This design comes from an exercise in tuning for small area, a short achievable clock period and few clock cycles on the open sky130 flow, not from production work.
Where RTL was checked, it was by simulation tests only, not by an equivalence proof against the original.

== before ==
==> flow/design.v (excerpt) <==
module draw_subsystem(
    input               clk,
    input               rst_,
    input  [51:0]       line_op,
    input               line_rts,
    output              line_rtr,
    input  [41:0]       circle_op,
    input               circle_rts,
    output              circle_rtr,
    output [16:0]       mem_addr,
    output [3:0]        mem_wben,
    output [31:0]       mem_wdata,
    input  [31:0]       mem_rdata,
    output              idle
    );
    wire        l_valid, l_take, l_busy;
    wire [15:0] l_grp;
    wire [7:0]  l_mask;
    wire [11:0] l_col;
    wire        c_valid, c_take, c_busy;
    wire [15:0] c_grp;
    wire [7:0]  c_mask;
    wire [11:0] c_col;
    wire        m_busy;
    reg busy_q;
    assign idle = !busy_q;
    always @(posedge clk or negedge rst_) begin
        if (!rst_)
            busy_q <= 1'b0;
        else
            busy_q <= l_busy || c_busy || m_busy
                   || (line_rts && line_rtr) || (circle_rts && circle_rtr);
    end
    line_drawer ld (
        .clk(clk), .rst_(rst_),
        .in_op(line_op), .in_rts(line_rts), .in_rtr(line_rtr),
        .v_valid(l_valid), .v_grp(l_grp), .v_mask(l_mask), .v_col(l_col),
        .v_take(l_take), .busy(l_busy)
    );
    circle_drawer cd (
        .clk(clk), .rst_(rst_),
        .in_op(circle_op), .in_rts(circle_rts), .in_rtr(circle_rtr),
        .v_valid(c_valid), .v_grp(c_grp), .v_mask(c_mask), .v_col(c_col),
        .v_take(c_take), .busy(c_busy)
  ...
clock: 10.0 ns
lec_check: 0
cap_margin: 20
core_margin: 2
core_utilization: 40
cts_cluster_diameter: 100
cts_cluster_size: 20
slew_margin: 20
standard.sh (not shown) runs the stock make flow with config.mk's settings and CLKGATE_MAP_FILE= SYNTH_SCRIPT=/design/flow/synth_recipe.tcl, a recipe that flattens the netlist after the stock synthesis.
==> flow/flow/run.sh <==
#!/bin/bash
# The standard layout (standard.sh) with two repair settings changed:
#  - the port buffers are sky130_fd_sc_hd__buf_1 (buffer_ports picks
#    clkdlybuf4s50_1 by default, a slow delay cell);
set -euo pipefail
sed "s|CLKGATE_MAP_FILE= |CLKGATE_MAP_FILE= SETUP_SLACK_MARGIN=6.8 'BUFFER_PORTS_ARGS=-buffer_cell sky130_fd_sc_hd__buf_1' |" standard.sh > standard_tuned.sh
bash standard_tuned.sh > flow.log 2>&1
before: no failed stages, no open violations at the end
--- input diff before..after ---
--- a/flow/config.mk
+++ b/flow/config.mk
@@ -12,0 +13 @@
+export PLACE_DENSITY = 0.8
## What came out
The run with more setup slack is before; after has less.
Global-route wire length before repair delta (before -> after): insignificant
There was hardly any difference in final cell count between before and after.
after against before: wire length went down, via count went up.
The storage element area of after and that of before are within noise of each other.
No run of this note included a check of the RTL's function; only the layout flow was run.

* * *

== run a ==
Another version of the RTL of draw_subsystem (not shown whole).
For scale: about 2100 cells after synthesis, roughly 310 flip-flops, about 190 I/O pins, about 0.021 sq mm of cells after synthesis.
Design draw_subsystem, start of the top module:
module draw_subsystem(
    input               clk,
    input               rst_,
    input  [51:0]       line_op,
    input               line_rts,
    output              line_rtr,
    input  [41:0]       circle_op,
    input               circle_rts,
    output              circle_rtr,
    output [16:0]       mem_addr,
    output [3:0]        mem_wben,
    output [31:0]       mem_wdata,
    input  [31:0]       mem_rdata,
    output              idle
    );
    wire        l_valid, l_take, l_busy;
    wire [16:0] l_addr;
    wire [7:0]  l_mask;
    wire [11:0] l_col;
    wire        c_valid, c_take, c_busy;
    wire [16:0] c_addr;
    wire [7:0]  c_mask;
    wire [11:0] c_col;
    wire        m_busy;
    reg busy_q;
    assign idle = !busy_q;
    always @(posedge clk or negedge rst_) begin
        if (!rst_)
            busy_q <= 1'b0;
        else
            busy_q <= l_busy || c_busy || m_busy
                   || (line_rts && line_rtr) || (circle_rts && circle_rtr);
    end
    line_drawer ld (
        .clk(clk), .rst_(rst_),
        .in_op(line_op), .in_rts(line_rts), .in_rtr(line_rtr),
        .v_valid(l_valid), .v_addr(l_addr), .v_mask(l_mask), .v_col(l_col),
        .v_take(l_take), .busy(l_busy)
    );
    circle_drawer cd (
        .clk(clk), .rst_(rst_),
        .in_op(circle_op), .in_rts(circle_rts), .in_rtr(circle_rtr),
        .v_valid(c_valid), .v_addr(c_addr), .v_mask(c_mask), .v_col(c_col),
        .v_take(c_take), .busy(c_busy)
    );
    read_modify_write_engine rmw (
        .clk(clk), .rst_(rst_),
        .l_valid(l_valid), .l_addr(l_addr), .l_mask(l_mask), .l_col(l_col), .l_take(l_take),
        .c_valid(c_valid), .c_addr(c_addr), .c_mask(c_mask), .c_col(c_col), .c_take(c_take),
        .mem_addr(mem_addr), .mem_wben(mem_wben), .mem_wdata(mem_wdata), .mem_rdata(mem_rdata),
        .busy(m_busy)
    );
endmodule
clock: 10.0 ns
lec_check: 0
cap_margin: 20
core_margin: 2
core_utilization: 40
slew_margin: 20
==> flow/flow/run.sh <==
#!/bin/bash
# The standard layout (standard.sh) with two repair settings changed:
#  - the port buffers are sky130_fd_sc_hd__buf_1 (buffer_ports picks
#    clkdlybuf4s50_1 by default, a slow delay cell);
set -euo pipefail
sed "s|CLKGATE_MAP_FILE= |CLKGATE_MAP_FILE= SETUP_SLACK_MARGIN=7 'BUFFER_PORTS_ARGS=-buffer_cell sky130_fd_sc_hd__buf_1' |" standard.sh > standard_tuned.sh
bash standard_tuned.sh > flow.log 2>&1
Testbench counts of run a, summed over its fixed seeds: cycles 95,149.
For run b, these inputs were changed with respect to run a:
-- flow/flow/run.sh --
<<< run a, line 6
sed "s|CLKGATE_MAP_FILE= |CLKGATE_MAP_FILE= SETUP_SLACK_MARGIN=7 'BUFFER_PORTS_ARGS=-buffer_cell sky130_fd_sc_hd__buf_1' |" standard.sh > standard_tuned.sh
>>> run b, line 6
sed "s|CLKGATE_MAP_FILE= |CLKGATE_MAP_FILE= SETUP_SLACK_MARGIN=7.5 'BUFFER_PORTS_ARGS=-buffer_cell sky130_fd_sc_hd__buf_1' |" standard.sh > standard_tuned.sh
--- outcome ---
- Run b ends up with higher setup slack at placement than run a does.

[separate check: timing with driven ports]
In the flow no input, the clock included, has a driving cell. The finished layouts below were timed again as built, in two steps. Step 1 (the two cells are an assumption about what drives the block):
set clk [get_ports {clk}]
set_driving_cell -lib_cell sky130_fd_sc_hd__clkbuf_16 $clk
set_driving_cell -lib_cell sky130_fd_sc_hd__buf_2 [delete_from_list [all_inputs] $clk]
Step 2 moves the port delays by t, midway between the first and last clock arrival at a register: inputs arrive t later, outputs are due t later. That takes back most of the time a late clock gives input paths. Three values: ideal ports, drivers, drivers and shift; two values: the first two.
run | t (ns) | setup WS [ns] | hold slack, ns
before | 0.571 | 6.443 / 6.443 / 6.443 | 0.438 / 0.438 / 0.438
after | 0.547 | 6.345 / 6.345 / 6.345 | 0.423 / 0.423 / 0.423
run a | 0.625 | 6.853 / 6.793 / 6.435 | 0.450 / 0.450 / 0.450
run b | 0.631 | 6.808 / 6.751 / 6.792 | 0.474 / 0.474 / 0.474
After both steps setup and hold are still met in every run listed. For run a, which loses most, drivers alone change the setup slack by -0.060 ns; drivers and shift together by -0.418 ns.
